This design comes from an exercise in tuning for small area and a short achievable clock period on the open sky130 flow, not from production work.
The RTL was checked by simulation tests, not by an equivalence proof against the original design.
The clock port is modelled as an ideal driver, which makes a skipped or thinned clock tree look cheaper than it is; a real chip needs a root buffer or a tree.
No activity file was given, so power comes from the tool's default toggle rates.

Design SPI_Wrapper, start of the top module:
module SPI_Wrapper (
    input  wire CLK,
    input  wire rst_n,
    input  wire SS_n,
    input  wire MOSI,
    output wire MISO
);
    wire [9:0] rx_data;
    wire [2:0] tx_pos;
    wire [2:0] ph;
    wire       rx_valid;
    wire       tx_valid;
    wire       tx_bit;
    SPI_SLAVE SLAVE (
        .CLK(CLK),
        .rst_n(rst_n),
        .SS_n(SS_n),
        .MOSI(MOSI),
        .tx_valid(tx_valid),
        .ph(ph),
        .tx_bit(tx_bit),
        .tx_pos(tx_pos),
        .MISO(MISO),
        .rx_data(rx_data),
        .rx_valid(rx_valid)
    );
    RAM RAM (
        .CLK(CLK),
        .rst_n(rst_n),
        .din(rx_data),
        .rx_valid(rx_valid),
        .tx_pos(tx_pos),
        .ph(ph),
        .tx_valid(tx_valid),
        .tx_bit(tx_bit)
    );
endmodule
Size in the first run: roughly 3,400 cells after synthesis, roughly 5 I/O pins.
==> module RAM, before the edit <==
module RAM (
    input  wire       CLK,
    input  wire       rst_n,
    input  wire [9:0] din,
    input  wire       rx_valid,
    input  wire [2:0] tx_pos,
    output reg  [2:0] ph,
    output reg        tx_valid,
    output wire       tx_bit
);
    integer r, p, j;
    always @(posedge CLK)
        case (ph)
        3'd0: ph <= 3'd1;
        3'd1: ph <= 3'd2;
        3'd2: ph <= 3'd3;
        3'd3: ph <= 3'd4;
        3'd4: ph <= 3'd5;
        3'd5: ph <= 3'd6;
        3'd6: ph <= 3'd7;
        3'd7: ph <= 3'd0;
        default: ph <= 3'd0;
        endcase
    reg [7:0]  address;
    reg [15:0] asel;
    always @(posedge CLK, negedge rst_n) begin
        if (!rst_n) begin
            address  <= 8'b0;
            asel     <= 16'b1;
            tx_valid <= 1'b0;
        end
        else if (rx_valid) begin
            if (!din[8]) begin
                address <= din[7:0];
                asel    <= 16'b1 << din[3:0];
            end
            tx_valid <= din[9] & din[8];
        end
    end
    reg [7:0]  wdata;
    reg [15:0] whi;
    reg [15:0] wlo;
    reg [2:0]  wcnt;
    reg        wbit;
    wire       wload = rx_valid && din[9:8] == 2'b01;
    always @(posedge CLK) begin
        if (wload) begin
            wdata <= din[7:0];
            whi   <= 16'b1 << address[7:4];
            wlo   <= asel;
            wcnt  <= 3'd0;
        end
        else begin
            if (wcnt == 3'd7) whi <= 16'b0;
            wcnt <= wcnt + 1'b1;
        end
    end
    wire [2:0] wpos = ~(ph + 3'd1);
    always @(posedge CLK)
        wbit <= wload ? din[wpos] : wdata[wpos];
    reg [2047:0] mem;
    always @(posedge CLK)
        for (r = 0; r < 256; r = r + 1) begin
            for (p = 1; p < 8; p = p + 1)
                mem[8*r+p] <= mem[8*r+p-1];
            mem[8*r] <= (whi[r/16] && wlo[r%16]) ? wbit : mem[8*r+7];
        end
    reg [15:0] m1;
    reg        b;
    always @(posedge CLK)
        for (r = 0; r < 16; r = r + 1) begin
            b = 1'b0;
            for (j = 0; j < 16; j = j + 1)
                b = b | (asel[j] & mem[8*(16*r + j)]);
            m1[r] <= b;
        end
    reg [7:0] S;
    always @(posedge CLK)
        S <= {S[6:2], m1[address[7:4]], S[0], S[7]};
    assign tx_bit = S[tx_pos];
endmodule
clock: 4.0 ns
lec_check: 0
abc_area: 1
cap_margin: 40
core_margin: 2
core_utilization: 65
place_density: 0.75
setup_slack_margin: 2.2
slew_margin: 40
standard.sh (not shown) runs the stock make flow with config.mk's settings and CLKGATE_MAP_FILE= SYNTH_SCRIPT=/design/flow/synth_recipe.tcl, a recipe that flattens the netlist after the stock synthesis.
==> flow/flow/run.sh <==
#!/bin/bash
# The standard layout, with the clock tree built by flow/cts_hook.tcl.
set -euo pipefail
W=$(pwd)
bash standard.sh PRE_CTS_TCL="$W/flow/cts_hook.tcl" finish > "$W/orfs_make.log" 2>&1
Other scripts of this flow, unchanged in this note and not shown: flow/flow/cts_hook.tcl, flow/flow/mytree.tcl
Then changed:
--- a/flow/design.v
+++ b/flow/design.v
@@ -101,12 +101,13 @@
         end
     end
     reg [7:0]  wdata;
     reg [15:0] whi;
     reg [15:0] wlo;
     reg [2:0]  wcnt;
+    reg [2:0]  wpos;
     reg        wbit;
     wire       wload = rx_valid && din[9:8] == 2'b01;
     always @(posedge CLK) begin
         if (wload) begin
             wdata <= din[7:0];
             whi   <= 16'b1 << address[7:4];
@@ -115,34 +116,39 @@
         end
         else begin
             if (wcnt == 3'd7) whi <= 16'b0;
             wcnt <= wcnt + 1'b1;
         end
     end
-    wire [2:0] wpos = ~(ph + 3'd1);
-    always @(posedge CLK)
+    always @(posedge CLK) begin
+        wpos <= ~(ph + 3'd2);
         wbit <= wload ? din[wpos] : wdata[wpos];
+    end
     reg [2047:0] mem;
     always @(posedge CLK)
         for (r = 0; r < 256; r = r + 1) begin
             for (p = 1; p < 8; p = p + 1)
                 mem[8*r+p] <= mem[8*r+p-1];
             mem[8*r] <= (whi[r/16] && wlo[r%16]) ? wbit : mem[8*r+7];
         end
     reg [15:0] m1;
+    reg [3:0]  m2;
     reg        b;
-    always @(posedge CLK)
+    always @(posedge CLK) begin
         for (r = 0; r < 16; r = r + 1) begin
             b = 1'b0;
             for (j = 0; j < 16; j = j + 1)
                 b = b | (asel[j] & mem[8*(16*r + j)]);
             m1[r] <= b;
         end
+        for (r = 0; r < 4; r = r + 1)
+            m2[r] <= m1[4*r + address[5:4]];
+    end
     reg [7:0] S;
     always @(posedge CLK)
-        S <= {S[6:2], m1[address[7:4]], S[0], S[7]};
+        S <= {S[6:3], m2[address[7:6]], S[1:0], S[7]};
     assign tx_bit = S[tx_pos];
 endmodule
 module SPI_Wrapper (
     input  wire CLK,
     input  wire rst_n,
     input  wire SS_n,
What happened: Worst hold slack hardly moves; synthesized cell count goes down slightly; clock skew is about the same; die area stays flat; worst setup slack gets worse by 12 ps; final cell count is lower slightly; register-to-register slack is worse by 20 ps; fmax falls slightly; clock power increases slightly; total power goes up slightly; design area stays flat; wire length rises by a few percent.
No run of this note takes its clock network from TritonCTS; it comes from the design's own scripts or RTL.

[re-timing with driven ports]
Ports are ideal in the flow. The routed layouts listed here were re-timed in OpenROAD.
Step 1 assumes that a clkbuf_16 drives the clock port and a buf_2 every other input.
Step 2, shift: input delay + t, output delay - t, t = (earliest + latest rising clock arrival at the registers) / 2. This alone moves slack from input paths to output paths.
a / b / c = ideal ports / drivers / drivers and shift; a / b = the first two.
run | t (ns) | setup slack, ns | worst data-port slew with drivers (ns)
the first run | 0.627 | 2.188 / 2.029 / 2.227 | 0.03
the second run | 0.621 | 2.176 / 2.021 / 2.213 | 0.03
After both steps every run listed still meets setup and hold.
